What follows belongs to an exercise in optimizing a design on an open flow for small area and a short achievable clock period; a production flow would make more cautious choices. Only simulation tests tie the RTL to the original design; equivalence was not proved. Power and IR drop assume default switching activity.

==> design.v <==
module ucsbece154b_victim_cache #(
    parameter int unsigned ADDR_WIDTH = 56,
    parameter int unsigned LINE_WIDTH = 128,
    parameter int unsigned NR_ENTRIES = 8
) (
    input   logic                   clk_i,
    input   logic                   rst_ni,
    input   logic                   flush_i,
    input   logic                   en_i,
    input   logic [ADDR_WIDTH-1:0]  raddr_i,
    output  logic [LINE_WIDTH-1:0]  rdata_o,
    output  logic                   hit_o,
    input   logic                   we_i,
    input   logic [ADDR_WIDTH-1:0]  waddr_i,
    input   logic [LINE_WIDTH-1:0]  wdata_i
);
localparam int OFFSET_WIDTH = LINE_WIDTH/32;
localparam int TAG_SIZE = ADDR_WIDTH - OFFSET_WIDTH;
localparam int N = NR_ENTRIES;
logic [TAG_SIZE-1:0] rtag, wtag;
assign rtag = raddr_i[OFFSET_WIDTH +: TAG_SIZE];
assign wtag = waddr_i[OFFSET_WIDTH +: TAG_SIZE];
/*verilator lint_off UNUSED*/
wire unused = (|raddr_i[OFFSET_WIDTH-1:0])|(|waddr_i[OFFSET_WIDTH-1:0]);
/*verilator lint_on UNUSED*/
logic [N-1:0][LINE_WIDTH-1:0] data_q;
logic [N-1:0][TAG_SIZE-1:0]   tag_q;
logic [N-1:0]                 valid_q;
logic [N-1:0][N-1:0]          older_q;
logic [N-1:0] match, sel;
always_comb begin
    for (int i = 0; i < N; i++)
        match[i] = valid_q[i] && (tag_q[i] == rtag);
    for (int i = 0; i < N; i++) begin
        sel[i] = match[i];
        for (int j = 0; j < i; j++)
            if (match[j]) sel[i] = 1'b0;
    end
end
assign hit_o = en_i && (|match);
always_comb begin
    rdata_o = '0;
    for (int i = 0; i < N; i++)
        rdata_o = rdata_o | ({LINE_WIDTH{sel[i]}} & data_q[i]);
end
logic [N-1:0][N-1:0] older1, older2;
logic [N-1:0] victim;
logic clear;
assign clear = !rst_ni || flush_i || !en_i;
always_comb begin
    older1 = older_q;
    for (int i = 0; i < N; i++)
        for (int j = i+1; j < N; j++) begin
            if (sel[i]) older1[i][j] = 1'b0;
            if (sel[j]) older1[i][j] = 1'b1;
        end
    for (int i = 0; i < N; i++) begin
        victim[i] = 1'b1;
        for (int j = 0; j < N; j++) begin
            if (j > i && !older1[i][j]) victim[i] = 1'b0;
            if (j < i && older1[j][i]) victim[i] = 1'b0;
        end
    end
    older2 = older1;
    if (we_i)
        for (int i = 0; i < N; i++)
            for (int j = i+1; j < N; j++) begin
                if (victim[i]) older2[i][j] = 1'b0;
                if (victim[j]) older2[i][j] = 1'b1;
            end
end
always_ff @(posedge clk_i) begin
    if (clear) begin
        valid_q <= '0;
        for (int i = 0; i < N; i++)
            for (int j = 0; j < N; j++)
                older_q[i][j] <= 1'b1;
    end else begin
        for (int i = 0; i < N; i++)
            if (we_i && victim[i]) valid_q[i] <= 1'b1;
        older_q <= older2;
    end
end
always_ff @(posedge clk_i) begin
    for (int i = 0; i < N; i++)
        if (we_i && victim[i]) begin
            data_q[i] <= wdata_i;
            tag_q[i] <= wtag;
        end
end
endmodule
==> run.sh <==
#!/bin/bash
# synth_recipe.tcl (not shown) runs the flow's synth.tcl, then flattens the netlist and writes it again
# the make line also repeats each setting of config.mk as NAME=value (left out here)
make -C /OpenROAD-flow-scripts/flow DESIGN_CONFIG=/design/flow/config.mk WORK_HOME=/design/flow/orfs CLKGATE_MAP_FILE= SYNTH_SCRIPT=/design/flow/synth_recipe.tcl finish
==> config.mk <==
export PLATFORM = sky130hd
export DESIGN_NAME = ucsbece154b_victim_cache
export DESIGN_NICKNAME = ucsbece154b_victim_cache
export VERILOG_FILES = /design/flow/design.v
export SDC_FILE = /design/flow/constraint.sdc
export NUM_CORES = 4
export LEC_CHECK = 0
export CAP_MARGIN = 20
export CORE_MARGIN = 2
export CORE_UTILIZATION = 40
export SLEW_MARGIN = 20
==> constraint.sdc <==
create_clock -name core_clock -period 28.0 [get_ports {clk_i}]
set_input_delay 5.6000 -clock core_clock [delete_from_list [all_inputs] [get_ports {clk_i}]]
set_output_delay 5.6000 -clock core_clock [all_outputs]
set_load 0.01 [all_outputs]
==> results of run 1 <==
-- state kept, by name (all words and copies together) (netlist names) --
name     cells
older_q     28
data_q    1024
tag_q      416
valid_q      8
-- layout by cell type (no fill, tap or decap), types with 4 or more instances in the layout --
master,netlist,routed
clkinv_8,0,4
inv_6,0,6
or3_1,5,5
and2_1,7,7
nand4_1,87,87
clkbuf_1,135,48
nand2_1,142,142
buf_4,3,45
nor4_2,2,5
a21oi_1,271,271
clkbuf_16,0,158
buf_12,0,6
clkinv_1,0,34
xor2_1,110,110
o21bai_1,4,4
a221o_1,5,5
inv_1,12,9
nor3_1,19,18
a222oi_1,128,128
edfxtp_1,1440,1440
inv_8,0,4
o21ai_0,18,18
diode_2,0,6
clkdlybuf4s50_1,0,365
nand3_1,267,267
bufinv_16,0,5
dfxtp_1,36,36
nor4_1,44,40
clkinv_2,0,17
nor2_1,13,11
xnor2_1,305,305
o211ai_1,10,10
a22oi_1,128,128
o21a_1,10,10
-- through the flow --
stage / power, W / std cells / hold WS, ps / setup slack (ps) / instance area [sq um]
floorplan: 0.00257 / 3323 / 426 / 2340 / 55800
global route: 0.00468 / 5692 / 486 / 10250 / 66300
finish: 0.00455 / 5697 / 476 / 10360 / 66300
detailed placement: 0.00266 / 5410 / 460 / 10520 / 61500
global placement: 0.00266 / 5410 / 446 / 10500 / 61500
CTS: 0.00458 / 5691 / 473 / 10450 / 66300
-- worst max-delay path, stage by stage --
cell,delay [ps]
clkdlybuf4s50_1,880
xor2_1,350
nor4_1,800
nand4_1,270
nor4_4,300
buf_4,620
buf_4,750
or3_1,450
nor3_4,80
buf_4,260
buf_4,390
a22oi_1,320
nand3_1,190
clkdlybuf4s50_1,530
-- power groups by stage --
| stage | Sequential [W] | Clock [W] | Combinational (W) |
|---|---|---|---|
| global route | 0.00246 | 0.00205 | 0.000160 |
| detailed placement | 0.00251 | 0 | 0.000151 |
| finish | 0.00246 | 0.00193 | 0.000151 |
| global placement | 0.00251 | 0 | 0.000149 |
| CTS | 0.00246 | 0.00197 | 0.000152 |
| floorplan | 0.00251 | 0 | 0.0000564 |
-- cell usage after synthesis, drive strengths merged, types with 3 or more instances --
cell / count / share of area (%)
a211o: 3 / 0.047
a21oi: 271 / 2.4
a221o: 5 / 0.090
a222oi: 128 / 2.3
a22oi: 128 / 1.7
and2: 7 / 0.078
and3: 3 / 0.034
and4: 3 / 0.047
buf: 70 / 0.61
clkbuf: 135 / 0.91
dfxtp: 36 / 1.3
edfxtp: 1440 / 77
inv: 13 / 0.087
nand2: 142 / 0.95
nand3: 269 / 2.4
nand4: 87 / 0.98
nor2: 13 / 0.087
nor2b: 3 / 0.034
nor3: 21 / 0.21
nor4: 48 / 0.61
o211ai: 10 / 0.13
o21a: 10 / 0.13
o21ai: 18 / 0.16
o21bai: 4 / 0.054
o22ai: 3 / 0.034
or2: 4 / 0.045
or3: 5 / 0.056
xnor2: 305 / 4.8
xor2: 110 / 1.7
-- layout make-up --
cell class	count	area, sq um	share of cell area, %
diodes	6	15.0	0.0226
multi-input cells	1629	11000	16.6
repair buffers	416	4110	6.20
clock inverters	73	592	0.893
flip-flops and latches	1476	44000	66.3
well taps	1876	2350	3.54
inverters	13	78.8	0.119
clock buffers	208	4160	6.28
-- routing by layer --
layer	GRT usage, %	share of wire, %
met4	5.96	2.1
met2	32.3	46
met1	29.7	43
met5	0	0.12
met3	4.77	8.4
-- logic make-up (layout without fill, tap and decap cells) --
| group | count (synthesis) | after routing |
|---|---|---|
| and+or+nand+nor | 614 | 614 |
| AOI/OAI and AO/OA | 600 | 600 |
| xor gates and xnor gates | 415 | 415 |
| other | 0 | 6 |
| buffers and inverters | 218 | 710 |
| DFF | 1476 | 1476 |
-- final timing paths --
kind / cells after the start / end / slack, ps
setup / recovery: 14 / rdata_o[65] / 10360
hold / removal: 1 / valid_q[0]$_SDFFE_PP0P_ / 480
setup reg to reg: 13 / data_q[635]$_DFFE_PP_ / 20170
hold reg to reg: 1 / valid_q[0]$_SDFFE_PP0P_ / 480
==> results.tsv, run 1 <==
metric	value	unit
status	no timing/DRC/antenna violations	
Syn Inst Count	3323	
asr flop ratio synth	0	%
unrepaired setup endpoints after global routing	false	
FF-to-FF Start	tag_q[112]$_DFFE_PP_	
Reg clk slew, reported paths	60	ps
root buffer cell	clkbuf_16	
Post-Synth Simple-Gate Area	5.70	%
Remaining Overflow, GRT	0	
Tightest Pin Transition	1350	ps
CTS tree	built	
number of synthesized flops with an enable pin	1440	
Die X-Extent	378	um
Seq/Total Area, Yosys	78.8	%
Core Area	139000	sq um
Yosys reg bits	1476	
endpoint class of the critical path	primary output	
global placement routability congestion	0.816	
vias in the first global route	29900	
pwr/cell area	68.6	nW/um^2
Area Overhead vs Synth	18.8	%
Net Sw Frac	20.7	%
height of the die	378	um
mean post-synth cell area	16.8	sq um
CTS Buf Count	155	
worst setup path startpoint	raddr_i[20]	
mux share of post-synthesis cell area	0	%
via count	31600	
Final min period	17640	ps
# clock sinks	1476	
Final Core Density	47.7	%
worst hold-check path type	reg -> reg	
synth unique cells	60	
Final Hold Fails	0	
LEAKAGE	20.4	nW
Comb pwr share	3.3	%
post_cts resized	0	
postcts setup bufs	0	
initial antenna violation count	20	
Worst Hold Launch	valid_q[0]$_SDFFE_PP0P_	
yosys warns	1	
Final nets	3936	
GRT Util Overall	20.9	%
xor-xnor portion of the synthesized cell area	6.51	%
share of post-route cells with drive strength above 1	7.31	%
Post-Synth Adder-Cell Area	0	%
CP Class	in -> out	
Max Transition Viols Final	0	
CP max FO	53	
Mapped Area	55800	sq um
WL/cell	26.6	um
IO Count	374	
first-pass GRT wire length	215000	um
Fin Clk Skew	25.8	ps
Initial Utilization	40.1	%
Clk Latency, worst-skew pair	780	ps
max-capacitance violation count	0	
WP data arrival	12040	ps
largest net degree at the start of global routing	178	
Tcrit/Tclk final	63.0	%
FMAX	56.7	MHz
initial DRC count	3383	
Main synth FF type	edfxtp_1	
CP required	22400	ps
Setup-failing EPs final	0	
compound-cell area share of the yosys netlist	7.41	%
Routed Wire Length	152000	um
syn_nets	3568	
Seq pwr share	54.1	%
Startpoint Class	primary input	
# fillers	11700	
count of hold buffers inserted by post-cts repair	0	
Vias/cell	5.54	
Pint	0.00360	W
# rows	137	
post-DP HPWL	83700	um
antenna-violating nets left	0	
worst-case clock buffer depth	3	
IO Port Bufs	365	
H-tree Lvls	4	
Max IR drop VDD	0.0570	mV
first drt pass iteration count	9	
main combinational cell family by area after synthesis	compound AO/OA/AOI/OAI gates	
setup TNS	0	ps
Net Sw Power	0.000943	W
DRC Markers	0	
clock network fraction of total power	42.5	%
total die area	143000	sq um
Slew HR	9.88	%
==> run 2: changes to the inputs <==
--- a/config.mk
+++ b/config.mk
@@ -7,5 +7,6 @@
 export LEC_CHECK = 0
 export CAP_MARGIN = 20
 export CORE_MARGIN = 2
-export CORE_UTILIZATION = 40
+export CORE_UTILIZATION = 65
+export CTS_BUF_LIST = sky130_fd_sc_hd__clkbuf_4
 export SLEW_MARGIN = 20
==> run 2 against run 1 <==
Against the previous run:
- design area is 2.2% lower
- routed wire length is 3.5% lower
- critical endpoint is now rdata_o[124]
- clock power is 13% lower
- non-clock buffer count is 1 lower
- clock skew is 63 ps higher
- hold slack worse by 5.4 ps
- critical path depth is 3 lower
- via count is 6.0% higher
==> results.tsv, run 2 <==
metric	value	unit
via count	33500	
syn_nets	3568	
status	no timing/DRC/antenna violations	
Routed Wire Length	146000	um
CTS Buf Count	367	
Comb pwr share	3.5	%
count of hold buffers inserted by post-cts repair	0	
largest net degree at the start of global routing	138	
Final min period	17550	ps
share of post-route cells with drive strength above 1	14.4	%
Hold Path End	valid_q[0]$_SDFFE_PP0P_	
synth unique cells	60	
WP data arrival	11950	ps
# fillers	5183	
H-tree Lvls	5	
Clk Latency, worst-skew pair	1210	ps
LEAKAGE	20.7	nW
postcts setup bufs	0	
number of synthesized flops with an enable pin	1440	
Remaining Overflow, GRT	0	
Yosys reg bits	1476	
Startpoint Class	primary input	
# rows	107	
max FFs per register	1024	
first-pass GRT wire length	212000	um
asr flop ratio synth	0	%
root buffer cell	clkbuf_4	
endpoint class of the critical path	primary output	
reg2reg path depth	13	
global placement routability congestion	0.889	
Initial Utilization	65.6	%
most frequent cells after synthesis	edfxtp_1 (1440), xnor2_1 (305), a21oi_1 (271)	
Tcrit/Tclk final	62.7	%
mean post-synth cell area	16.8	sq um
Main synth FF type	edfxtp_1	
hold path cells	1	
Yosys top cell area share	77.5	%
antenna-violating nets left	0	
Final Core Density	76.2	%
Tightest Pin Transition	1160	ps
total die area	88200	sq um
Synth area leader	edfxtp_1	
Core Area	85100	sq um
IO Count	374	
setup ws final	10450	ps
FF-to-FF Start	tag_q[176]$_DFFE_PP_	
Setup-failing EPs final	0	
Vias/cell	6.33	
Seq pwr share	57.5	%
max-capacitance violation count	0	
DRC Markers	0	
CTS tree	built	
# clock sinks	1476	
Worst Hold Launch	valid_q[0]$_SDFFE_PP0P_	
post_cts resized	0	
yosys warns	1	
Final Hold Fails	0	
Worst path slowest cell	nor2b_4	
initial antenna violation count	24	
height of the die	297	um
most frequent cell after synthesis	edfxtp_1	
Mapped Area	55800	sq um
post-DP HPWL	79900	um
Final nets	4147	
WL/cell	27.7	um
worst-case clock buffer depth	4	
cell family with most CP delay	simple AND/OR/NAND/NOR gates	
Net Sw Power	0.000907	W
r2r endpoint	data_q[337]$_DFFE_PP_	
R2R Setup Slk	19820	ps
FMAX	57.0	MHz
GRT Util Overall	33.0	%
synth top area cells	edfxtp_1 (77%), xnor2_1 (4.8%), a21oi_1 (2.4%), nand3_1 (2.4%), a222oi_1 (2.3%)	
unrepaired setup endpoints after global routing	false	
Seq/Total Area, Yosys	78.8	%
Syn Inst Count	3323	
initial DRC count	3932	
CP peak stage delay	880	ps
CP max FO	55	
Max IR drop VDD	0.0495	mV
largest reg by FF count	data_q	
clock network fraction of total power	39.0	%
Regs by FF count	data_q x1024, tag_q x416, older_q x28	
CP Class	in -> out	
Pint	0.00337	W
commonest non-fill, non-tap cells in the layout	edfxtp_1 (1440), clkbuf_4 (504), clkdlybuf4s50_1 (365), xnor2_1 (305), a21oi_1 (271)	
pwr/cell area	66.0	nW/um^2
Max Transition Viols Final	0	
setup TNS	0	ps
Net Sw Frac	21.2	%
WP buf/inv	3	
pre-CTS setup slack	10570	ps
Reg clk slew, reported paths	60	ps
Slew HR	22.7	%
vias in the first global route	33800	
IO Port Bufs	365	
Die X-Extent	297	um
CP Cell Sequence	clkdlybuf4s50_1 -> xnor2_1 -> nand4_1 -> nor4_1 -> nand4_1 -> nor4b_2 -> nor2b_4 -> buf_4 -> a222oi_1 -> nand3_1 -> clkdlybuf4s50_1	
first drt pass iteration count	7	
Fin Clk Skew	88.9	ps
Area Overhead vs Synth	16.2	%
worst hold-check path type	reg -> reg	
commonest non-fill, non-tap cell in the layout	edfxtp_1	
CP required	22400	ps
[run 2: worst max-delay path by stage]
stage / start / end / slack, ps / cells after the start
2_1_floorplan: raddr_i[18] / data_q[384]$_DFFE_PP_ / 2340 / 9
3_3_place_gp: raddr_i[24] / rdata_o[124] / 10580 / 11
3_5_place_dp: raddr_i[24] / rdata_o[124] / 10570 / 11
4_1_cts: raddr_i[24] / rdata_o[124] / 10540 / 11
5_1_grt: raddr_i[36] / rdata_o[44] / 10290 / 11
6_report: raddr_i[36] / rdata_o[124] / 10450 / 11
[run 2: through the flow]
stage	power [W]	instance area (sq um)	hold slack, ps	std cells
after floorplan	0.00257	55800	426	3323
after global placement	0.00265	60600	449	4677
after detailed placement	0.00265	60600	453	4677
after CTS	0.00430	64800	469	5278
after global routing	0.00442	64800	478	5286
final	0.00428	64800	471	5286
[run 2: cell families (layout without fill, tap and decap cells)]
family	Yosys count	count (layout)	synth area share, %
flops	1476	1476	78.8
other cells	0	8	0
compound gates	600	600	7.41
xor+xnor	415	415	6.51
simple gates	614	614	5.70
buf+inv	218	1029	1.61
[run 2: area by class of cell]
class | count | area, sq um | area share, %
clock buffer | 504 | 3780 | 5.84
tap | 1144 | 1430 | 2.21
inverter | 13 | 78.8 | 0.122
sequential | 1476 | 44000 | 67.8
clock inverter | 97 | 483 | 0.745
timing repair buffer | 415 | 4070 | 6.27
antenna | 8 | 20.0 | 0.0309
multi-input combinational | 1629 | 11000 | 17.0
[run 2: power groups by stage]
stage                     clock, W  combinational, W  sequential, W
after floorplan                  0         0.0000564        0.00251
after global placement           0          0.000142        0.00251
after detailed placement         0          0.000146        0.00251
after CTS                  0.00170          0.000147        0.00246
after global routing       0.00180          0.000155        0.00246
final                      0.00167          0.000148        0.00246
[run 2: per-layer routing]
metal / share of wire (%) / global-route usage (%) / up-vias
met2: 49 / 53.0 / 2046
met1: 37 / 43.2 / 16600
met4: 2.7 / 12.2 / 26
li1: - / - / 14500
met5: 0.11 / 0 / -
met3: 12 / 10.0 / 281
[run 2: worst register-to-register path, cell delays in order (launching register included)]
cell	delay [ps]
edfxtp_1	380
xnor2_1	370
nand4_1	250
nor4_1	800
nand4_1	760
nor4_4	400
buf_4	660
buf_4	1000
o22a_1	290
nand4_1	150
or2_2	410
inv_8	500
buf_4	800
buf_4	900
==> run 3: changes to the inputs <==
==> flow/run.sh (new file) <==
#!/bin/bash
# Layout flow: the standard synthesis unchanged, then the standard ORFS steps with
# small port buffers and timing repair that aims past the bare constraint.
set -euo pipefail
bash standard.sh synth > synth_make.log 2>&1
bash standard.sh \
  "BUFFER_PORTS_ARGS=-buffer_cell sky130_fd_sc_hd__buf_2" \
  SETUP_SLACK_MARGIN=14 \
  finish > layout_make.log 2>&1
==> standard.sh (new file) <==
#!/bin/bash
# synth_recipe.tcl (not shown) runs the flow's synth.tcl, then flattens the netlist and writes it again
# the make line also repeats each setting of config.mk as NAME=value (left out here)
make -C /OpenROAD-flow-scripts/flow DESIGN_CONFIG=/design/flow/config.mk WORK_HOME=/design/flow/orfs CLKGATE_MAP_FILE= SYNTH_SCRIPT=/design/flow/synth_recipe.tcl "${@:-finish}"
removed: run.sh
==> run 3 against run 2 <==
Against the previous run:
- still clean on timing, DRC and antenna
- area after synthesis stayed put
- cell count up 2.0%
- count of clock-buffer cells in the layout is 29 higher
- critical path depth is 4 higher
- clock skew shrank 0.52 ps
- die area is the same
- critical path type unchanged
- largest cell class unchanged
==> results.tsv, run 3 <==
metric	value	unit
Slew HR	22.9	%
yosys warns	1	
Startpoint Class	primary input	
# clock sinks	1476	
Final Hold Fails	0	
endpoint class of the critical path	primary output	
global placement routability congestion	0.875	
Max IR drop VDD	0.0521	mV
most frequent cells after synthesis	edfxtp_1 (1440), xnor2_1 (305), a21oi_1 (271)	
IO Count	374	
DRC Markers	0	
status	no timing/DRC/antenna violations	
Main synth FF type	edfxtp_1	
Area Overhead vs Synth	18.8	%
max FFs per register	1024	
height of the die	297	um
via count	35000	
commonest non-fill, non-tap cell in the layout	edfxtp_1	
largest reg by FF count	data_q	
Remaining Overflow, GRT	0	
Tightest Pin Transition	1160	ps
Syn Inst Count	3323	
LEAKAGE	22.5	nW
worst-case clock buffer depth	4	
initial antenna violation count	26	
Regs by FF count	data_q x1024, tag_q x416, older_q x28	
antenna-violating nets left	0	
Routed Wire Length	164000	um
synth top area cells	edfxtp_1 (77%), xnor2_1 (4.8%), a21oi_1 (2.4%), nand3_1 (2.4%), a222oi_1 (2.3%)	
GRT Util Overall	35.4	%
CP max FO	11	
share of post-route cells with drive strength above 1	27.3	%
Yosys top cell area share	77.5	%
vias in the first global route	33800	
Max Transition Viols Final	0	
number of synthesized flops with an enable pin	1440	
Final nets	4251	
most frequent cell after synthesis	edfxtp_1	
setup ws final	13710	ps
first-pass GRT wire length	224000	um
Final min period	14290	ps
CP required	22400	ps
Core Area	85100	sq um
Tcrit/Tclk final	51.0	%
commonest non-fill, non-tap cells in the layout	edfxtp_1 (1440), clkbuf_4 (533), buf_2 (301), a21oi_1 (271), xnor2_1 (266)	
FMAX	70.0	MHz
Setup-failing EPs final	0	
synth unique cells	60	
H-tree Lvls	5	
CP Class	in -> out	
WL/cell	30.3	um
Seq/Total Area, Yosys	78.8	%
root buffer cell	clkbuf_4	
Fin Clk Skew	88.3	ps
pre-CTS setup slack	11720	ps
largest net degree at the start of global routing	122	
pwr/cell area	64.9	nW/um^2
asr flop ratio synth	0	%
CTS Buf Count	373	
Die X-Extent	297	um
WP data arrival	8690	ps
Synth area leader	edfxtp_1	
worst hold-check path type	reg -> reg	
unrepaired setup endpoints after global routing	true	
first drt pass iteration count	9	
# fillers	4946	
Reg clk slew, reported paths	60	ps
# rows	107	
setup TNS	0	ps
syn_nets	3568	
Clk Latency, worst-skew pair	1240	ps
initial DRC count	4842	
max-capacitance violation count	0	
mean post-synth cell area	16.8	sq um
total die area	88200	sq um
Yosys reg bits	1476	
count of hold buffers inserted by post-cts repair	0	
IO Port Bufs	365	
CTS tree	built	
post-DP HPWL	80100	um
Initial Utilization	65.6	%
Mapped Area	55800	sq um
Vias/cell	6.49	
## run 3: changes by cell type in the layout (fill, tap and decap cells not counted), moves of 28 or more
cell and change:
buf_2 +301, buf_4 +49, buf_6 +36, clkbuf_4 +29, clkdlybuf4s50_1 -365, nor4_1 -28, xnor2_1 -39, xnor2_2 +28
## run 3: area by class of cell
cell class | count | area [sq um] | area share [%]
Sequential cell | 1476 | 44000 | 66.3
Clock inverter | 71 | 320 | 0.483
Tap cell | 1144 | 1430 | 2.16
Timing Repair Buffer | 509 | 4490 | 6.77
Inverter | 13 | 78.8 | 0.119
Antenna cell | 15 | 37.5 | 0.0566
Multi-Input combinational cell | 1633 | 12000 | 18.1
Clock buffer | 533 | 4000 | 6.04
## run 3: worst max-delay path, stage by stage
cell	delay, ps
buf_6	140
xnor2_1	270
nand4_1	240
nor4_4	430
nand4_1	170
buf_6	160
buf_12	140
nand4_1	200
nor4_4	100
clkbuf_16	200
buf_12	150
clkbuf_16	180
a222oi_1	370
nand3_1	150
buf_2	170
## run 3: repair_timing
action / 4_1_cts / 5_1_grt
gates resized for setup: 263 / 62
gates cloned: 23 / 18
endpoints found under the setup margin: 129 / 128
pin swaps: 121 / 170
setup buffers: 51 / 13
endpoints found under the hold margin: 0 / 0
## run 3: cells by family (layout without fill, tap and decap cells)
| group | count (synthesis) | after routing | synth area share [%] |
|---|---|---|---|
| AOI/OAI and AO/OA | 600 | 600 | 7.41 |
| xor gates and xnor gates | 415 | 415 | 6.51 |
| buffers and inverters | 218 | 1126 | 1.61 |
| DFF | 1476 | 1476 | 78.8 |
| other | 0 | 15 | 0 |
| and+or+nand+nor | 614 | 618 | 5.70 |
## run 3: final timing paths
| kind | startpoint | to | slack, ps | cells past startpoint |
|---|---|---|---|---|
| worst max-delay path | raddr_i[26] | rdata_o[117] | 13710 | 15 |
| worst min-delay path | valid_q[2]$_SDFFE_PP0P_ | valid_q[2]$_SDFFE_PP0P_ | 470 | 1 |
| worst max register to register | tag_q[96]$_DFFE_PP_ | data_q[886]$_DFFE_PP_ | 21810 | 15 |
| worst min register to register | valid_q[2]$_SDFFE_PP0P_ | valid_q[2]$_SDFFE_PP0P_ | 470 | 1 |
## run 3: report_power, final
group          internal (W)  leakage (nW)  switching, W
Combinational     0.0000466          6.52     0.0000998
Sequential          0.00245          13.3    0.00000828
Clock              0.000881          2.60      0.000812
Total               0.00338          22.5      0.000920
## run 3: routing by layer
| metal | routed length [um] | share of wire, % | vias up | GRT usage (%) |
|---|---|---|---|---|
| met4 | 5650 | 3.5 | 26 | 13.5 |
| met5 | 170 | 0.10 | - | 0 |
| met3 | 20900 | 13 | 372 | 9.73 |
| met1 | 58600 | 36 | 17400 | 48.1 |
| li1 | - | - | 14800 | - |
| met2 | 78300 | 48 | 2483 | 55.3 |
## run 3: through the flow
step / total power [W] / area, sq um / instances / hold slack (ps) / util, %
floorplan: 0.00257 / 55800 / 3323 / 426 / -
global placement: 0.00263 / 58700 / 4669 / 448 / 68.9
detailed placement: 0.00264 / 58700 / 4670 / 457 / 68.9
CTS: 0.00431 / 65400 / 5348 / 473 / 76.8
global route: 0.00443 / 66300 / 5387 / 489 / 77.8
finish: 0.00430 / 66300 / 5394 / 470 / 77.8
==> run 4: changes to the inputs <==
==> flow/run.sh (replaced) <==
#!/bin/bash
# Layout flow: the standard synthesis unchanged, then the standard ORFS steps with
# small port buffers, a clock tree of clkbuf_16 leaf clusters without dummy loads,
# and timing repair that aims past the bare constraint.
set -euo pipefail
bash standard.sh synth > synth_make.log 2>&1
bash standard.sh \
  "BUFFER_PORTS_ARGS=-buffer_cell sky130_fd_sc_hd__buf_1" \
  "CTS_ARGS=-sink_clustering_enable -repair_clock_nets -dont_use_dummy_load -sink_clustering_size 20 -sink_clustering_max_diameter 60 -buf_list sky130_fd_sc_hd__clkbuf_16" \
  SETUP_SLACK_MARGIN=13.5 \
  finish > layout_make.log 2>&1
--- a/config.mk
+++ b/config.mk
@@ -8,5 +8,4 @@
 export CAP_MARGIN = 20
 export CORE_MARGIN = 2
 export CORE_UTILIZATION = 65
-export CTS_BUF_LIST = sky130_fd_sc_hd__clkbuf_4
 export SLEW_MARGIN = 20
==> run 4 against run 3 <==
Against the previous run:
- still clean on timing, DRC and antenna
- setup slack got worse by 180 ps
- fmax decreased by 1.3%
- via count decreased by 7.5%
- global-route usage decreased by 2.0 points
- combinational power decreased by 8%
- hold slack improved by 3.7 ps
- clock power decreased by 25%
- core utilization decreased by 4.5 points
- count of clock-buffer cells in the layout decreased by 436
- largest cell class unchanged
==> results.tsv, run 4 <==
metric	value	unit
status	no timing/DRC/antenna violations	
CP required	22400	ps
placed inst area	58400	sq um
Final min period	14480	ps
via count	32400	
Main synth FF type	edfxtp_1	
Fin Clk Skew	77.7	ps
Yosys top cell area share	77.5	%
pre-CTS setup slack	10770	ps
Regs by FF count	data_q x1024, tag_q x416, older_q x28	
first-pass GRT wire length	214000	um
largest net degree at the start of global routing	137	
yosys warns	1	
CTS tree	built	
# fillers	5310	
Design Power	0.00386	W
CP Class	in -> out	
global placement routability congestion	0.867	
Vias/cell	6.67	
Reg clk slew, reported paths	80	ps
largest reg by FF count	data_q	
most frequent cells after synthesis	edfxtp_1 (1440), xnor2_1 (305), a21oi_1 (271)	
DRC Markers	0	
vias in the first global route	31400	
WP data arrival	8880	ps
max FFs per register	1024	
number of synthesized flops with an enable pin	1440	
# clock sinks	1476	
Clk Latency, worst-skew pair	690	ps
post-route cell area	62500	sq um
H-tree Lvls	3	
Setup-failing EPs final	0	
Final Hold Fails	0	
first drt pass iteration count	8	
Startpoint Class	primary input	
Slew HR	29.1	%
Tightest Pin Transition	1060	ps
CP max FO	40	
Area Overhead vs Synth	12.0	%
Layout Cells excl Fill	4859	
Routed Wire Length	150000	um
setup ws final	13520	ps
IO Port Bufs	365	
syn_nets	3568	
initial antenna violation count	25	
Seq/Total Area, Yosys	78.8	%
Remaining Overflow, GRT	0	
Tcrit/Tclk final	51.7	%
mean post-synth cell area	16.8	sq um
antenna-violating nets left	0	
setup TNS	0	ps
Max IR drop VDD	0.0658	mV
Die X-Extent	297	um
# rows	107	
worst hold-check path type	reg -> reg	
height of the die	297	um
IO Count	374	
total die area	88200	sq um
synth unique cells	60	
Syn Inst Count	3323	
max-capacitance violation count	0	
Initial Utilization	65.6	%
Final nets	3945	
Max Transition Viols Final	0	
LEAKAGE	19.3	nW
initial DRC count	4601	
post-DP HPWL	80000	um
Mapped Area	55800	sq um
GRT Util Overall	33.4	%
FMAX	69.1	MHz
synth top area cells	edfxtp_1 (77%), xnor2_1 (4.8%), a21oi_1 (2.4%), nand3_1 (2.4%), a222oi_1 (2.3%)	
Multi-input gate area	11600	sq um
pwr/cell area	61.8	nW/um^2
placed insts	4691	
commonest non-fill, non-tap cells in the layout	edfxtp_1 (1440), buf_1 (328), xnor2_1 (290), a21oi_1 (271), nand3_1 (266)	
Yosys reg bits	1476	
most frequent cell after synthesis	edfxtp_1	
WL/cell	30.9	um
share of post-route cells with drive strength above 1	8.87	%
Core Area	85100	sq um
FF/Latch Area	44000	sq um
commonest non-fill, non-tap cell in the layout	edfxtp_1	
Synth area leader	edfxtp_1	
CTS Buf Count	97	
root buffer cell	clkbuf_16	
unrepaired setup endpoints after global routing	true	
asr flop ratio synth	0	%
endpoint class of the critical path	primary output	
worst-case clock buffer depth	3	
## run 4: cell count changes in the layout (fill, tap and decap cells not counted), moves of 21 or more
cell,change
buf_6,-25
clkbuf_4,-523
xnor2_1,+24
buf_2,-282
clkinv_1,-65
clkbuf_16,+88
buf_1,+328
buf_4,-21
## run 4: final cells by class
type | count | share of cell area [%]
sequential | 1476 | 70.3
multi-input combinational | 1633 | 18.6
timing repair buffer | 479 | 4.72
clock buffer | 97 | 3.88
tap | 1144 | 2.29
inverter | 13 | 0.126
antenna | 17 | 0.0681
## run 4: metrics by stage
stage | utilization, % | hold slack, ps
6_report | 73.4 | 473
5_1_grt | 73.4 | 501
4_1_cts | 72.9 | 467
3_5_place_dp | 68.6 | 454
3_3_place_gp | 68.6 | 448
2_1_floorplan | - | 426
## run 4: critical path, cell delays in order
cell and delay [ps]:
clkbuf_4 200, xnor2_1 290, o2111ai_1 160, nor4_1 610, nand4_1 170, buf_4 190, nor4_4 280, bufbuf_16 470
clkbuf_16 290, a222oi_1 120, nand3_1 90, buf_1 320
## run 4: repair_timing
item | in CTS | in global routing
buffers inserted | 27 | 9
hold buffers | 0 | 0
setup endpoints to repair | 129 | 111
resized for setup | 171 | 43
gates cloned | 11 | 7
pin swaps | 21 | 19
## run 4: routing by layer
layer  routed length (um)  GRT usage (%)  up-vias
met5                  164              0        -
met4                 4550           10.9       26
met3                16500           6.88      278
met2                73200           53.2     1933
met1                55700           47.0    16400
li1                     -              -    13800
## run 4: power breakdown
group          total (W)  switching (W)  internal (W)  leakage [nW]
sequential       0.00246     0.00000757       0.00245          13.3
combinational   0.000135      0.0000974     0.0000376          4.79
clock            0.00127       0.000657      0.000611          1.20
total            0.00386       0.000762       0.00310          19.3
## run 4: logic make-up after synthesis
family                 after synthesis  share of synthesized area (%)
flip-flops                        1476                           78.8
AO/OA/AOI/OAI                      600                           7.41
buffers and inverters              218                           1.61
XOR/XNOR                           415                           6.51
AND/OR/NAND/NOR                    614                           5.70
## run 4: final timing paths
kind | start | endpoint | slack (ps) | cells after the start
max reg2reg | tag_q[10]$_DFFE_PP_ | data_q[792]$_DFFE_PP_ | 21090 | 14
min | valid_q[0]$_SDFFE_PP0P_ | valid_q[0]$_SDFFE_PP0P_ | 470 | 1
min reg2reg | valid_q[0]$_SDFFE_PP0P_ | valid_q[0]$_SDFFE_PP0P_ | 470 | 1
max | raddr_i[53] | rdata_o[83] | 13520 | 12
==> run 5: changes to the inputs <==
--- a/design.v
+++ b/design.v
@@ -38,11 +38,9 @@
     end
 end
 assign hit_o = en_i && (|match);
-always_comb begin
-    rdata_o = '0;
-    for (int i = 0; i < N; i++)
-        rdata_o = rdata_o | ({LINE_WIDTH{sel[i]}} & data_q[i]);
-end
+ucsbece154b_victim_cache_rmux #(.W(LINE_WIDTH), .N(N)) u_rmux (
+    .sel_i(sel), .data_i(data_q), .data_o(rdata_o)
+);
 logic [N-1:0][N-1:0] older1, older2;
 logic [N-1:0] victim;
 logic clear;
@@ -89,3 +87,17 @@
         end
 end
 endmodule
+module ucsbece154b_victim_cache_rmux #(
+    parameter int W = 128,
+    parameter int N = 8
+) (
+    input  logic [N-1:0]        sel_i,
+    input  logic [N-1:0][W-1:0] data_i,
+    output logic [W-1:0]        data_o
+);
+always_comb begin
+    data_o = '0;
+    for (int i = 0; i < N; i++)
+        data_o = data_o | ({W{sel_i[i]}} & data_i[i]);
+end
+endmodule
--- a/config.mk
+++ b/config.mk
@@ -9,3 +9,5 @@
 export CORE_MARGIN = 2
 export CORE_UTILIZATION = 65
 export SLEW_MARGIN = 20
+export SYNTH_HIERARCHICAL = 1
+export SYNTH_MINIMUM_KEEP_SIZE = 0
==> run 5 against run 4 <==
Against the previous run:
- global-route usage shrank 1.4 points
- synthesized cell count down 9.0%
- clock skew shrank 4.2 ps
- cell count is 6.0% lower
- routed wire length shrank 5.0%
- total power fell by 0.42%
- clock power is essentially flat
- critical endpoint is now rdata_o[13]
- still clean on timing, DRC and antenna
- hold slack worse by 2.2 ps
- sequential share of layout area is 1.6 points higher
- fmax about the same
- via count decreased by 5.9%
==> results.tsv, run 5 <==
metric	value	unit
H-tree Lvls	3	
R2R Setup Slk	21720	ps
CP max FO	36	
Routed Wire Length	143000	um
mux share of post-synthesis cell area	0	%
Fin Clk Skew	73.5	ps
synth unique cells	59	
initial DRC count	3821	
Comb pwr share	3.4	%
via count	30500	
r2r endpoint	data_q[540]$_DFFE_PP_	
pwr/cell area	62.9	nW/um^2
FF-to-FF Start	tag_q[195]$_DFFE_PP_	
commonest non-fill, non-tap cell in the layout	edfxtp_1	
WP buf/inv	6	
Regs by FF count	data_q x1024, tag_q x416, older_q x28	
Slew HR	28.5	%
Tcrit/Tclk final	51.7	%
CP Cell Sequence	buf_1 -> buf_8 -> buf_4 -> xnor2_1 -> nand4_1 -> nor4_4 -> and4_4 -> nor4_4 -> nand2_4 -> bufinv_16 -> clkbuf_16 -> a22oi_1 -> nand4_1 -> buf_1	
Final Hold Fails	0	
post-DP HPWL	76400	um
Die X-Extent	297	um
max FFs per register	1024	
Reg clk slew, reported paths	70	ps
synth top area cells	edfxtp_1 (78%), a22oi_1 (6.9%), xnor2_1 (5.8%), nand4_1 (2.5%), buf_6 (1.9%)	
Mapped Area	55700	sq um
Area Overhead vs Synth	9.72	%
GRT Util Overall	32.0	%
Clk Latency, worst-skew pair	680	ps
Net Sw Frac	19.7	%
reg2reg path depth	12	
asr flop ratio synth	0	%
Net Sw Power	0.000758	W
hold path cells	1	
IO Count	374	
first drt pass iteration count	6	
WP data arrival	8890	ps
LEAKAGE	18.4	nW
Final min period	14490	ps
IO Port Bufs	365	
commonest non-fill, non-tap cells in the layout	edfxtp_1 (1440), a22oi_1 (512), xnor2_1 (357), buf_1 (333), nand4_1 (226)	
root buffer cell	clkbuf_16	
Worst Hold Launch	valid_q[3]$_SDFFE_PP0P_	
M1 WL	55500	um
Final Core Density	71.9	%
vias in the first global route	29300	
# rows	107	
most frequent cells after synthesis	edfxtp_1 (1440), a22oi_1 (513), xnor2_1 (366)	
Startpoint Class	primary input	
cell family with most CP delay	simple AND/OR/NAND/NOR gates	
worst hold-check path type	reg -> reg	
CTS Buf Count	95	
CP Class	in -> out	
Post-Synth Simple-Gate Area	3.89	%
Max Transition Viols Final	0	
Initial Utilization	65.5	%
first-pass GRT wire length	203000	um
compound-cell area share of the yosys netlist	7.92	%
Yosys reg bits	1476	
Pint	0.00309	W
Core Area	85000	sq um
Setup-failing EPs final	0	
initial antenna violation count	19	
worst-case clock buffer depth	3	
Main synth FF type	edfxtp_1	
Seq pwr share	64.0	%
most frequent cell after synthesis	edfxtp_1	
Design Power	0.00384	W
CTS tree	built	
Remaining Overflow, GRT	0	
unrepaired setup endpoints after global routing	true	
DRC Markers	0	
mean post-synth cell area	18.4	sq um
max-capacitance violation count	0	
FMAX	69.0	MHz
CP peak stage delay	460	ps
Hold Path End	valid_q[3]$_SDFFE_PP0P_	
Final nets	3652	
# clock sinks	1476	
main combinational cell family by area after synthesis	compound AO/OA/AOI/OAI gates	
Seq/Total Area, Yosys	78.9	%
Tightest Pin Transition	1070	ps
yosys warns	8	
Routed met2 length	69200	um
WL/cell	31.2	um
Vias/cell	6.68	
WL met3	13800	um
largest reg by FF count	data_q	
antenna-violating nets left	0	
Post-Synth Adder-Cell Area	0	%
top layer in use	met5	
endpoint class of the critical path	primary output	
Worst path slowest cell	nor4_4	
setup TNS	0	ps
syn_nets	3269	
Max IR drop VDD	0.0567	mV
height of the die	297	um
global placement routability congestion	0.869	
hold_ws	471	ps
number of synthesized flops with an enable pin	1440	
largest net degree at the start of global routing	113	
total die area	88100	sq um
xor-xnor portion of the synthesized cell area	6.54	%
Synth area leader	edfxtp_1	
clock network fraction of total power	32.6	%
Yosys top cell area share	77.6	%
status	no timing/DRC/antenna violations	
CP required	22400	ps
share of post-route cells with drive strength above 1	8.37	%
Syn Inst Count	3024	
==> run 5: cell count changes in the layout (fill, tap and decap cells not counted), sizes merged, moves of 8 or more <==
cell and delta:
a22oi +385, nand2 -125, buf -16, a222oi -128, nor4 -10, xnor2 +61, xor2 -60, nand3 -259
clkbuf -16, nand4 +140, inv +8, a21oi -260
==> run 5: area by class of cell <==
cell class / instances / area (sq um)
timing repair buffer: 450 / 2410
antenna: 17 / 42.5
sequential: 1476 / 44000
multi-input combinational: 1359 / 10600
timing repair inverter: 7 / 61.3
fill: 5264 / 23900
inverter: 18 / 243
tap: 1144 / 1430
clock buffer: 95 / 2380
==> run 5: power by group through the flow <==
stage	registers [W]	clock network [W]	logic [W]
2_1_floorplan	0.00251	0	0.0000573
3_3_place_gp	0.00251	0	0.000121
3_5_place_dp	0.00251	0	0.000125
4_1_cts	0.00246	0.00127	0.000129
5_1_grt	0.00246	0.00134	0.000139
6_report	0.00246	0.00125	0.000131
==> run 5: stage by stage <==
step                area [sq um]  instances  setup WS (ps)
floorplan                  55700       3024          14070
finish                     61100       4566          13510
global placement           57600       4412          11220
global route               61100       4558          13460
detailed placement         57600       4412          11250
CTS                        60900       4533          13510
==> run 5: cell families after synthesis <==
kind of cell,after synthesis
flops,1476
buf+inv,190
compound gates,590
xor+xnor,416
simple gates,352
==> run 5: worst max-delay path by stage <==
stage	startpoint	end	slack [ps]	cells past startpoint
after global placement	raddr_i[30]	rdata_o[73]	11220	14
after detailed placement	raddr_i[30]	rdata_o[73]	11250	14
after CTS	raddr_i[17]	rdata_o[14]	13510	13
final	raddr_i[52]	rdata_o[13]	13510	14
after floorplan	raddr_i[30]	data_q[384]$_DFFE_PP_	14070	9
after global routing	raddr_i[19]	rdata_o[35]	13460	15
==> run 5: metal layers <==
layer  global-route usage [%]  vias to the layer above
li1                         -                    12900
met1                     46.2                    15700
met2                     50.9                     1589
met3                     5.44                      229
met4                     9.60                       16
met5                        0                        -
==> run 5: what timing repair did <==
action                     in CTS  in global routing
setup endpoints to repair     128                116
gates resized for setup       153                 13
hold buffers                    0                  0
pin swaps                      15                 10
cloned                         12                  2
setup buffers                  14                 14
==> run 6: changes to the inputs <==
==> flow/run.sh (replaced) <==
#!/bin/bash
# Layout flow: the standard synthesis unchanged, then the standard ORFS steps with
# small port buffers, a clock tree of clkbuf_8 leaf clusters without dummy loads,
# and timing repair that aims past the bare constraint.
set -euo pipefail
bash standard.sh synth > synth_make.log 2>&1
bash standard.sh \
  "BUFFER_PORTS_ARGS=-buffer_cell sky130_fd_sc_hd__buf_1" \
  "CTS_ARGS=-sink_clustering_enable -repair_clock_nets -dont_use_dummy_load -sink_clustering_size 16 -sink_clustering_max_diameter 40 -buf_list sky130_fd_sc_hd__clkbuf_8" \
  SETUP_SLACK_MARGIN=13.5 \
  finish > layout_make.log 2>&1
==> run 6 against run 5 <==
Against the previous run:
- still clean
- sequential power hardly changed
- via count is 0.60% higher
- register-to-register slack hardly changed
- fmax is 0.37% higher
- clock skew is 21 ps higher
- area after synthesis stayed put
- sequential share of layout area is 0.26 points higher
- largest power group unchanged
==> results.tsv, run 6 <==
metric	value	unit
Core Area	85000	sq um
Max Transition Viols Final	0	
Max IR drop VDD	0.0598	mV
Startpoint Class	primary input	
Die X-Extent	297	um
first-pass GRT wire length	204000	um
WL/cell	31.0	um
max-capacitance violation count	0	
commonest non-fill, non-tap cell in the layout	edfxtp_1	
Final Hold Fails	0	
CP max FO	68	
worst hold-check path type	reg -> reg	
# fillers	5286	
initial DRC count	3763	
worst setup path startpoint	raddr_i[51]	
most frequent cells after synthesis	edfxtp_1 (1440), a22oi_1 (513), xnor2_1 (366)	
FF/Latch Area	44000	sq um
CP peak stage delay	600	ps
Fin Clk Skew	94.2	ps
pwr/cell area	61.3	nW/um^2
number of synthesized flops with an enable pin	1440	
Mapped Area	55700	sq um
largest reg by FF count	data_q	
Routed met2 length	69800	um
share of post-route cells with drive strength above 1	10.2	%
post-route cell area	60900	sq um
height of the die	297	um
Main synth FF type	edfxtp_1	
post-DP HPWL	76400	um
global placement routability congestion	0.869	
antenna-violating nets left	0	
# clock sinks	1476	
M1 WL	55900	um
root buffer cell	clkbuf_8	
most common cell type on the critical path	nand4_1	
first drt pass iteration count	5	
Remaining Overflow, GRT	0	
Seq/Total Area, Yosys	78.9	%
IO Count	374	
setup TNS	0	ps
Routed Wire Length	143000	um
asr flop ratio synth	0	%
Vias/cell	6.63	
DRC Markers	0	
total die area	88100	sq um
most frequent cell after synthesis	edfxtp_1	
Yosys reg bits	1476	
Slew HR	28.1	%
FMAX	69.3	MHz
max FFs per register	1024	
Yosys top cell area share	77.6	%
endpoint class of the critical path	primary output	
Reg clk slew, reported paths	50	ps
LEAKAGE	18.4	nW
worst-case clock buffer depth	3	
Final min period	14430	ps
Regs by FF count	data_q x1024, tag_q x416, older_q x28	
syn_nets	3269	
synth top area cells	edfxtp_1 (78%), a22oi_1 (6.9%), xnor2_1 (5.8%), nand4_1 (2.5%), buf_6 (1.9%)	
CP Cell Sequence	clkbuf_4 -> xnor2_2 -> nand4_1 -> or4_4 -> or4_4 -> nand4_1 -> buf_4 -> nor3_4 -> bufbuf_16 -> a22oi_1 -> nand4_1 -> buf_1	
CP Class	in -> out	
WP data arrival	8830	ps
# rows	107	
Synth area leader	edfxtp_1	
vias in the first global route	29600	
CTS tree	built	
WL met3	13500	um
GRT Util Overall	32.2	%
initial antenna violation count	18	
cell family with most CP delay	simple AND/OR/NAND/NOR gates	
FF-to-FF Start	tag_q[346]$_DFFE_PP_	
Area Overhead vs Synth	9.32	%
Initial Utilization	65.5	%
CP required	22400	ps
via count	30700	
Tightest Pin Transition	1080	ps
Syn Inst Count	3024	
status	no timing/DRC/antenna violations	
top layer in use	met5	
Clk Latency, worst-skew pair	840	ps
synth unique cells	59	
largest net degree at the start of global routing	113	
mean post-synth cell area	18.4	sq um
IO Port Bufs	365	
Final nets	3715	
H-tree Lvls	4	
Worst path slowest cell	or4_4	
commonest non-fill, non-tap cells in the layout	edfxtp_1 (1440), a22oi_1 (509), xnor2_1 (357), buf_1 (331), nand4_1 (226)	
CTS Buf Count	154	
Tcrit/Tclk final	51.5	%
Setup-failing EPs final	0	
Worst Hold Launch	valid_q[3]$_SDFFE_PP0P_	
yosys warns	8	
unrepaired setup endpoints after global routing	false	
WP buf/inv	4	
Multi-input gate area	10600	sq um
placed inst area	57600	sq um
run 6: cell count changes in the layout (fill, tap and decap cells not counted), moves of 3 or more:
| cell | delta |
|---|---|
| buf_4 | +6 |
| a22oi_2 | +3 |
| clkbuf_4 | +3 |
| buf_2 | -5 |
| clkbuf_8 | +154 |
| a22oi_1 | -3 |
| clkbuf_16 | -93 |
| diode_2 | -4 |
run 6: cells by family after synthesis:
family / Yosys count / synth area share, %
AO/OA/AOI/OAI: 590 / 7.92
XOR/XNOR: 416 / 6.54
buffers and inverters: 190 / 2.75
flip-flops: 1476 / 78.9
AND/OR/NAND/NOR: 352 / 3.89
run 6: cell type report:
cell class | count | share of cell area, %
multi-input combinational | 1359 | 17.4
antenna | 13 | 0.0534
clock buffer | 154 | 3.48
tap | 1144 | 2.35
inverter | 18 | 0.382
sequential | 1476 | 72.2
timing repair inverter | 7 | 0.101
timing repair buffer | 454 | 4.03
run 6: per-stage QoR:
stage | util [%] | hold slack, ps | cells | total power (W) | setup WS [ps]
2_1_floorplan | - | 433 | 3024 | 0.00257 | 14070
4_1_cts | 71.3 | 469 | 4591 | 0.00375 | 13500
3_5_place_dp | 67.7 | 457 | 4412 | 0.00263 | 11250
3_3_place_gp | 67.7 | 448 | 4412 | 0.00263 | 11220
5_1_grt | 71.6 | 480 | 4620 | 0.00383 | 13470
6_report | 71.7 | 465 | 4625 | 0.00373 | 13570
run 6: per-layer routing:
| layer | global-route usage (%) | vias up |
|---|---|---|
| met2 | 51.3 | 1667 |
| met5 | 0 | - |
| met1 | 46.2 | 15700 |
| met3 | 5.54 | 230 |
| li1 | - | 13000 |
| met4 | 10.0 | 14 |
run 6: where the power goes:
group | leakage, nW | internal, W | switching, W
Sequential | 13.3 | 0.00245 | 0.00000787
Combinational | 3.94 | 0.0000369 | 0.0000943
Clock | 1.11 | 0.000488 | 0.000652
Total | 18.4 | 0.00298 | 0.000754
run 6: worst paths after layout:
check,to,slack (ps),depth (start not counted)
setup reg to reg,data_q[548]$_DFFE_PP_,21710,13
hold reg to reg,valid_q[3]$_SDFFE_PP0P_,470,1
setup / recovery,rdata_o[35],13570,12
hold / removal,valid_q[3]$_SDFFE_PP0P_,470,1
run 6: what timing repair did:
action                                  4_1_cts  5_1_grt
hold buffers                                  0        0
cloned                                       11        4
buffers inserted                             14       17
endpoints found under the setup margin      128      106
pin swaps                                    15       12
resized for setup                           155       26
==> run 7: changes to the inputs <==
==> flow/run.sh (replaced) <==
#!/bin/bash
# Layout flow: the standard synthesis unchanged, then the standard ORFS steps with
# small port buffers, a clock tree of small clkbuf_4 leaf clusters without dummy
# loads, and timing repair that aims past the bare constraint.
set -euo pipefail
bash standard.sh synth > synth_make.log 2>&1
bash standard.sh \
  "BUFFER_PORTS_ARGS=-buffer_cell sky130_fd_sc_hd__buf_1" \
  "CTS_ARGS=-sink_clustering_enable -repair_clock_nets -dont_use_dummy_load -sink_clustering_size 10 -sink_clustering_max_diameter 35 -buf_list sky130_fd_sc_hd__clkbuf_4" \
  SETUP_SLACK_MARGIN=13.75 \
  finish > layout_make.log 2>&1
==> run 7 against run 6 <==
Against the previous run:
- critical path depth is 2 higher
- sequential power hardly changed
- register-to-register slack hardly changed
- total power is 5.0% lower
- count of clock-buffer cells in the layout is 35 higher
- fmax is 1.3% higher
- setup slack better by 180 ps
- area after synthesis stayed put
- hold slack better by 4.3 ps
- still clean
- global-route usage is 0.93 points higher
==> results.tsv, run 7 <==
metric	value	unit
IO Port Bufs	365	
Vias/cell	6.68	
via count	31400	
Seq pwr share	69.4	%
worst-case clock buffer depth	3	
global placement routability congestion	0.869	
# clock sinks	1476	
Routed Wire Length	151000	um
FMAX	70.2	MHz
DRC Markers	0	
status	no timing/DRC/antenna violations	
Syn Inst Count	3024	
height of the die	297	um
Seq/Total Area, Yosys	78.9	%
syn_nets	3269	
vias in the first global route	30300	
synth top area cells	edfxtp_1 (78%), a22oi_1 (6.9%), xnor2_1 (5.8%), nand4_1 (2.5%), buf_6 (1.9%)	
Tcrit/Tclk final	50.9	%
LEAKAGE	18.6	nW
Layout Cells excl Fill	4705	
unrepaired setup endpoints after global routing	true	
worst hold-check path type	reg -> reg	
asr flop ratio synth	0	%
Reg clk slew, reported paths	60	ps
Final min period	14250	ps
CP Class	in -> out	
Die X-Extent	297	um
post-DP HPWL	76400	um
GRT Util Overall	33.1	%
pwr/cell area	57.9	nW/um^2
Final Hold Fails	0	
Max Transition Viols Final	0	
Comb pwr share	3.8	%
Tightest Pin Transition	1090	ps
Net Sw Frac	21.1	%
Max IR drop VDD	0.0411	mV
number of synthesized flops with an enable pin	1440	
CP max FO	9	
count of hold buffers inserted by post-cts repair	0	
placed insts	4412	
root buffer cell	clkbuf_4	
Core Area	85000	sq um
commonest non-fill, non-tap cell in the layout	edfxtp_1	
Mapped Area	55700	sq um
max FFs per register	1024	
Pint	0.00280	W
Clk Latency, worst-skew pair	1150	ps
yosys warns	8	
first drt pass iteration count	8	
commonest non-fill, non-tap cells in the layout	edfxtp_1 (1440), a22oi_1 (473), xnor2_1 (356), buf_1 (308), nand4_1 (226)	
WP data arrival	8650	ps
WL/cell	32.1	um
# rows	107	
CP required	22400	ps
Regs by FF count	data_q x1024, tag_q x416, older_q x28	
Net Sw Power	0.000746	W
max-capacitance violation count	0	
# fillers	5327	
H-tree Lvls	4	
Area Overhead vs Synth	9.79	%
Initial Utilization	65.5	%
initial antenna violation count	18	
Setup-failing EPs final	0	
Remaining Overflow, GRT	0	
Main synth FF type	edfxtp_1	
largest reg by FF count	data_q	
first-pass GRT wire length	209000	um
most frequent cells after synthesis	edfxtp_1 (1440), a22oi_1 (513), xnor2_1 (366)	
Synth area leader	edfxtp_1	
antenna-violating nets left	0	
mean post-synth cell area	18.4	sq um
largest net degree at the start of global routing	113	
Slew HR	27.2	%
Final nets	3790	
share of post-route cells with drive strength above 1	13.9	%
total die area	88100	sq um
most frequent cell after synthesis	edfxtp_1	
synth unique cells	59	
clock network fraction of total power	26.9	%
Yosys top cell area share	77.6	%
CTS Buf Count	189	
endpoint class of the critical path	primary output	
Fin Clk Skew	131	ps
Startpoint Class	primary input	
CTS tree	built	
Yosys reg bits	1476	
IO Count	374	
initial DRC count	3812	
setup TNS	0	ps
[run 7: cell type report]
| cell class | count | area (sq um) | share of cell area [%] |
|---|---|---|---|
| sequential | 1476 | 44000 | 71.9 |
| multi-input combinational | 1359 | 10900 | 17.7 |
| timing repair buffer | 491 | 3140 | 5.13 |
| tap | 1144 | 1430 | 2.34 |
| clock buffer | 189 | 1420 | 2.32 |
| inverter | 18 | 213 | 0.348 |
| timing repair inverter | 10 | 109 | 0.178 |
| antenna | 18 | 45.0 | 0.0736 |
[run 7: worst max-delay path, stage by stage]
cell and delay [ps]:
buf_1 80, buf_6 150, xnor2_4 170, nand4_1 180, or4_4 590, or4_4 550, nand4_1 160, buf_4 160
nor3_4 50, buf_6 170, buf_16 190, a22oi_1 180, nand4_1 190, buf_2 190
[run 7: path summary, 6_finish.rpt]
path                                               from                 endpoint  slack [ps]  cells after the start
worst min register to register  valid_q[3]$_SDFFE_PP0P_  valid_q[3]$_SDFFE_PP0P_         470                      1
worst min-delay path            valid_q[3]$_SDFFE_PP0P_  valid_q[3]$_SDFFE_PP0P_         470                      1
worst max register to register      tag_q[55]$_DFFE_PP_    data_q[561]$_DFFE_PP_       21700                     15
worst max-delay path                         raddr_i[7]              rdata_o[35]       13750                     14
[run 7: repair_timing]
action	in CTS	in global routing
pin swaps	23	24
setup buffers	33	15
gates cloned	22	16
resized for setup	205	83
endpoints found under the setup margin	129	128
[run 7: logic make-up after synthesis]
| family | after synthesis | share of synthesized area [%] |
|---|---|---|
| xor gates and xnor gates | 416 | 6.54 |
| DFF | 1476 | 78.9 |
| buffers and inverters | 190 | 2.75 |
| AOI/OAI and AO/OA | 590 | 7.92 |
| and+or+nand+nor | 352 | 3.89 |
[run 7: per-layer routing]
layer  vias up  track usage [%]  routed length (um)
li1      13300                -                   -
met1     16100             47.1               58300
met2      1758             52.8               72900
met3       270             6.14               15100
met4        16             10.6                4510
met5         -                0                 107
[run 7: power groups by stage]
stage | registers, W | clock network [W] | logic (W)
after global placement | 0.00251 | 0 | 0.000121
final | 0.00246 | 0.000952 | 0.000133
after global routing | 0.00246 | 0.00104 | 0.000141
after CTS | 0.00246 | 0.000964 | 0.000131
after floorplan | 0.00251 | 0 | 0.0000573
after detailed placement | 0.00251 | 0 | 0.000125
[run 7: metrics by stage]
stage | power [W] | utilization, % | cell area (sq um) | setup WS, ps | hold WS [ps]
after floorplan | 0.00257 | - | 55700 | 14070 | 433
after global placement | 0.00263 | 67.7 | 57600 | 11220 | 448
after detailed placement | 0.00263 | 67.7 | 57600 | 11250 | 457
after CTS | 0.00355 | 71.0 | 60400 | 13730 | 471
after global routing | 0.00364 | 71.9 | 61100 | 13720 | 483
final | 0.00354 | 72.0 | 61200 | 13750 | 469
==> run 8: changes to the inputs <==
--- a/design.v
+++ b/design.v
@@ -27,17 +27,21 @@
 logic [N-1:0][TAG_SIZE-1:0]   tag_q;
 logic [N-1:0]                 valid_q;
 logic [N-1:0][N-1:0]          older_q;
-logic [N-1:0] match, sel;
+logic [N-1:0] match_n, match, sel;
+for (genvar g = 0; g < N; g++) begin : g_cmp
+    ucsbece154b_victim_cache_cmp u_cmp (
+        .valid_i(valid_q[g]), .tag_i(tag_q[g]), .rtag_i(rtag), .match_no(match_n[g])
+    );
+end
+assign match = ~match_n;
 always_comb begin
-    for (int i = 0; i < N; i++)
-        match[i] = valid_q[i] && (tag_q[i] == rtag);
     for (int i = 0; i < N; i++) begin
         sel[i] = match[i];
         for (int j = 0; j < i; j++)
             if (match[j]) sel[i] = 1'b0;
     end
 end
-assign hit_o = en_i && (|match);
+assign hit_o = en_i && !(&match_n);
 ucsbece154b_victim_cache_rmux #(.W(LINE_WIDTH), .N(N)) u_rmux (
     .sel_i(sel), .data_i(data_q), .data_o(rdata_o)
 );
@@ -101,3 +105,39 @@
         data_o = data_o | ({W{sel_i[i]}} & data_i[i]);
 end
 endmodule
+module ucsbece154b_victim_cache_cmp (
+    input  logic        valid_i,
+    input  logic [51:0] tag_i,
+    input  logic [51:0] rtag_i,
+    output logic        match_no
+);
+logic [12:0] ne;
+logic [3:0]  eq;
+for (genvar g = 0; g < 13; g++) begin : g_eq
+    ucsbece154b_victim_cache_ne4 u_ne (.a_i(tag_i[4*g +: 4]), .b_i(rtag_i[4*g +: 4]), .ne_o(ne[g]));
+end
+for (genvar g = 0; g < 3; g++) begin : g_nor
+    ucsbece154b_victim_cache_nor4 u_nor (.a_i(ne[4*g +: 4]), .y_o(eq[g]));
+end
+assign eq[3] = valid_i && !ne[12];
+ucsbece154b_victim_cache_nand4 u_nand (.a_i(eq), .y_o(match_no));
+endmodule
+module ucsbece154b_victim_cache_ne4 (
+    input  logic [3:0] a_i,
+    input  logic [3:0] b_i,
+    output logic       ne_o
+);
+assign ne_o = !(&(a_i ~^ b_i));
+endmodule
+module ucsbece154b_victim_cache_nor4 (
+    input  logic [3:0] a_i,
+    output logic       y_o
+);
+assign y_o = !(|a_i);
+endmodule
+module ucsbece154b_victim_cache_nand4 (
+    input  logic [3:0] a_i,
+    output logic       y_o
+);
+assign y_o = !(&a_i);
+endmodule
==> run 8 against run 7 <==
Against the previous run:
- still clean on timing, DRC and antenna
- global-route usage fell by 2.9 points
- synthesized cell count fell by 1.5%
- core utilization fell by 1.1 points
- critical path type unchanged
- largest cell class unchanged
==> results.tsv, run 8 <==
metric	value	unit
Startpoint Class	primary input	
Reg clk slew, reported paths	60	ps
Tcrit/Tclk final	50.7	%
IO Count	374	
number of synthesized flops with an enable pin	1440	
hold path cells	1	
Slew HR	28.6	%
Clk Latency, worst-skew pair	1120	ps
largest net degree at the start of global routing	124	
Post-Synth Simple-Gate Area	4.31	%
max FFs per register	1024	
Max Transition Viols Final	0	
commonest non-fill, non-tap cell in the layout	edfxtp_1	
first-pass GRT wire length	195000	um
LEAKAGE	18.0	nW
main combinational cell family by area after synthesis	compound AO/OA/AOI/OAI gates	
Initial Utilization	65.6	%
Syn Inst Count	2980	
Die X-Extent	297	um
count of hold buffers inserted by post-cts repair	0	
WP data arrival	8600	ps
Worst Hold Launch	valid_q[2]$_SDFFE_PP0P_	
initial DRC count	2797	
Multi-input gate area	10800	sq um
most frequent cells after synthesis	edfxtp_1 (1440), a22oi_1 (514), xnor2_1 (416)	
H-tree Lvls	4	
DRC Markers	0	
Main synth FF type	edfxtp_1	
R2R Setup Slk	21690	ps
CP required	22400	ps
setup TNS	0	ps
CP Cell Sequence	buf_2 -> xnor2_1 -> nand4_1 -> nor4_4 -> nand4_1 -> buf_6 -> and3_2 -> and2_4 -> buf_16 -> a22oi_1 -> nand4_1 -> buf_2	
unrepaired setup endpoints after global routing	false	
setup ws final	13800	ps
r2r endpoint	tag_q[203]$_DFFE_PP_	
Remaining Overflow, GRT	0	
synth top area cells	edfxtp_1 (78%), a22oi_1 (6.9%), xnor2_1 (6.5%), nand4_1 (2.7%), buf_6 (1.8%)	
root buffer cell	clkbuf_4	
Final nets	3734	
CP peak stage delay	350	ps
Area Overhead vs Synth	8.00	%
FF-to-FF Start	tag_q[403]$_DFFE_PP_	
yosys warns	8	
share of post-route cells with drive strength above 1	11.1	%
CTS tree	built	
post-DP HPWL	69700	um
first drt pass iteration count	7	
CP max FO	25	
CTS Buf Count	194	
worst hold-check path type	reg -> reg	
Seq/Total Area, Yosys	78.9	%
FMAX	70.4	MHz
Final min period	14200	ps
mux share of post-synthesis cell area	0	%
compound-cell area share of the yosys netlist	8.04	%
Hold Path End	valid_q[2]$_SDFFE_PP0P_	
initial antenna violation count	32	
via count	30200	
M3 GR Usage	7.23	%
met2 Resource Use GR	49.7	%
Vias/cell	6.51	
# clock sinks	1476	
syn_nets	3225	
IO Port Bufs	365	
Design Power	0.00352	W
vias in the first global route	31200	
global placement routability congestion	0.812	
Fin Clk Skew	108	ps
Layout Cells excl Fill	4647	
largest reg by FF count	data_q	
mean post-synth cell area	18.7	sq um
Yosys top cell area share	77.6	%
WL/cell	28.7	um
Max IR drop VDD	0.0397	mV
pre-CTS setup slack	11790	ps
status	no timing/DRC/antenna violations	
endpoint class of the critical path	primary output	
max-capacitance violation count	0	
# fillers	5420	
Mapped Area	55700	sq um
pwr/cell area	58.5	nW/um^2
total die area	88100	sq um
synth unique cells	65	
Setup-failing EPs final	0	
worst setup path startpoint	raddr_i[24]	
commonest non-fill, non-tap cells in the layout	edfxtp_1 (1440), a22oi_1 (514), xnor2_1 (414), buf_1 (308), nand4_1 (241)	
Tightest Pin Transition	1070	ps
Yosys reg bits	1476	
Final Hold Fails	0	
reg2reg path depth	13	
gr busiest metal	met2	
Routed Wire Length	134000	um
antenna-violating nets left	0	
worst-case clock buffer depth	3	
placed insts	4400	
xor-xnor portion of the synthesized cell area	6.54	%
GRT Util Overall	30.1	%
met1 usage	39.1	%
CP Class	in -> out	
most frequent cell after synthesis	edfxtp_1	
Core Area	85000	sq um
Post-Synth Adder-Cell Area	0	%
# rows	107	
Regs by FF count	data_q x1024, tag_q x416, older_q x28	
asr flop ratio synth	0	%
Worst path slowest cell	nor4_4	
most common cell type on the critical path	nand4_1	
FF/Latch Area	44000	sq um
Synth area leader	edfxtp_1	
height of the die	297	um
## run 8: changes by cell type after synthesis, sizes merged, moves of 12 or more
cell / change
nor4: -12
buf: -45
xnor2: +50
xor2: -50
nor2b: +13
nand4: +15
## run 8: layout make-up
cell class | count | share of cell area (%)
sequential | 1476 | 73.0
multi-input combinational | 1368 | 17.9
timing repair buffer | 430 | 3.90
clock buffer | 194 | 2.42
tap | 1144 | 2.38
inverter | 14 | 0.270
timing repair inverter | 5 | 0.0769
antenna | 16 | 0.0665
## run 8: per-stage QoR
| stage | utilization [%] | cell area, sq um | hold slack (ps) |
|---|---|---|---|
| final | 70.8 | 60200 | 474 |
| after global routing | 70.8 | 60200 | 481 |
| after CTS | 70.3 | 59800 | 476 |
| after detailed placement | 67.9 | 57700 | 459 |
| after global placement | 67.9 | 57700 | 447 |
| after floorplan | - | 55800 | 441 |
## run 8: kinds of logic (layout without fill, tap and decap cells)
group	after synthesis	count (layout)
other cells	0	16
xor+xnor	416	416
simple gates	348	349
compound gates	603	603
flops	1476	1476
buf+inv	137	643
## run 8: how the worst max path moves through the flow
stage	slack (ps)	end	depth (start not counted)
floorplan	14110	older_q[14]$_SDFF_PP1_	9
global placement	11820	rdata_o[65]	11
detailed placement	11790	rdata_o[65]	11
CTS	13730	rdata_o[65]	11
global route	13750	rdata_o[115]	12
finish	13800	rdata_o[60]	12
## run 8: worst max-delay path, delay by kind of cell
family	cells	cell delay, ps
AND/OR/NAND/NOR	6	1660
buffers and inverters	4	860
XOR/XNOR	1	260
AO/OA/AOI/OAI	1	200
## run 8: Yosys stat by module, one instance, submodules excluded, excerpt
module | cell area (sq um) | times used | flops+latches
ucsbece154b_victim_cache_ne4 | 41.3 | 104 | 0
ucsbece154b_victim_cache_cmp | 13.8 | 8 | 0
ucsbece154b_victim_cache_nand4 | 6.26 | 8 | 0
ucsbece154b_victim_cache_nor4 | 12.5 | 24 | 0
ucsbece154b_victim_cache | 45200 | 1 | 1476
## run 8: metal layers
metal,vias up,share of wire [%]
li1,13200,-
met1,15300,38
met2,1411,49
met3,305,9.0
met4,28,3.4
met5,-,0.12
## run 8: power breakdown
| group | total [W] | switching, W | internal, W |
|---|---|---|---|
| clock network | 0.000949 | 0.000632 | 0.000317 |
| registers | 0.00246 | 0.00000778 | 0.00245 |
| logic | 0.000113 | 0.0000779 | 0.0000353 |
## run 8: what timing repair did
action                                  4_1_cts  5_1_grt
setup buffers                                10       12
resized for setup                           111       37
pin swaps                                    10       19
endpoints found under the setup margin      128      128
cloned                                        9        5

## what the ideal ports hide
In the flow no input, the clock included, has a driving cell. The finished layouts below were timed again as built, in two steps. Step 1, drivers: a clkbuf_16 drives clk_i and a buf_2 each remaining input, both assumed. Step 2, shift: input delay + t, output delay - t, t = (earliest + latest rising clock arrival at the registers) / 2. This alone moves slack from input paths to output paths. Three values: ideal, step 1, step 2; two values: the first two.
| run | t, ns | setup slack, ns | worst register clock-pin slew, ns | pins driven straight from the clock port |
|---|---|---|---|---|
| run 1 | 0.843 | 10.359 / 10.325 / 10.325 | 0.06 / 0.06 | 1 |
| run 2 | 1.238 | 10.447 / 10.422 / 10.422 | 0.08 / 0.08 | 1 |
| run 3 | 1.262 | 13.706 / 13.655 / 13.655 | 0.09 / 0.09 | 1 |
| run 4 | 0.720 | 13.523 / 13.421 / 13.421 | 0.09 / 0.09 | 1 |
| run 5 | 0.714 | 13.513 / 13.491 / 13.491 | 0.08 / 0.08 | 1 |
| run 6 | 0.858 | 13.566 / 13.536 / 13.536 | 0.09 / 0.09 | 1 |
| run 7 | 1.154 | 13.749 / 13.713 / 13.713 | 0.11 / 0.11 | 1 |
| run 8 | 1.137 | 13.801 / 13.720 / 13.720 | 0.11 / 0.11 | 1 |
After both steps every run listed still meets setup and hold. For run 4, which loses most, drivers alone change the setup slack by -0.102 ns; drivers and shift together by -0.102 ns.
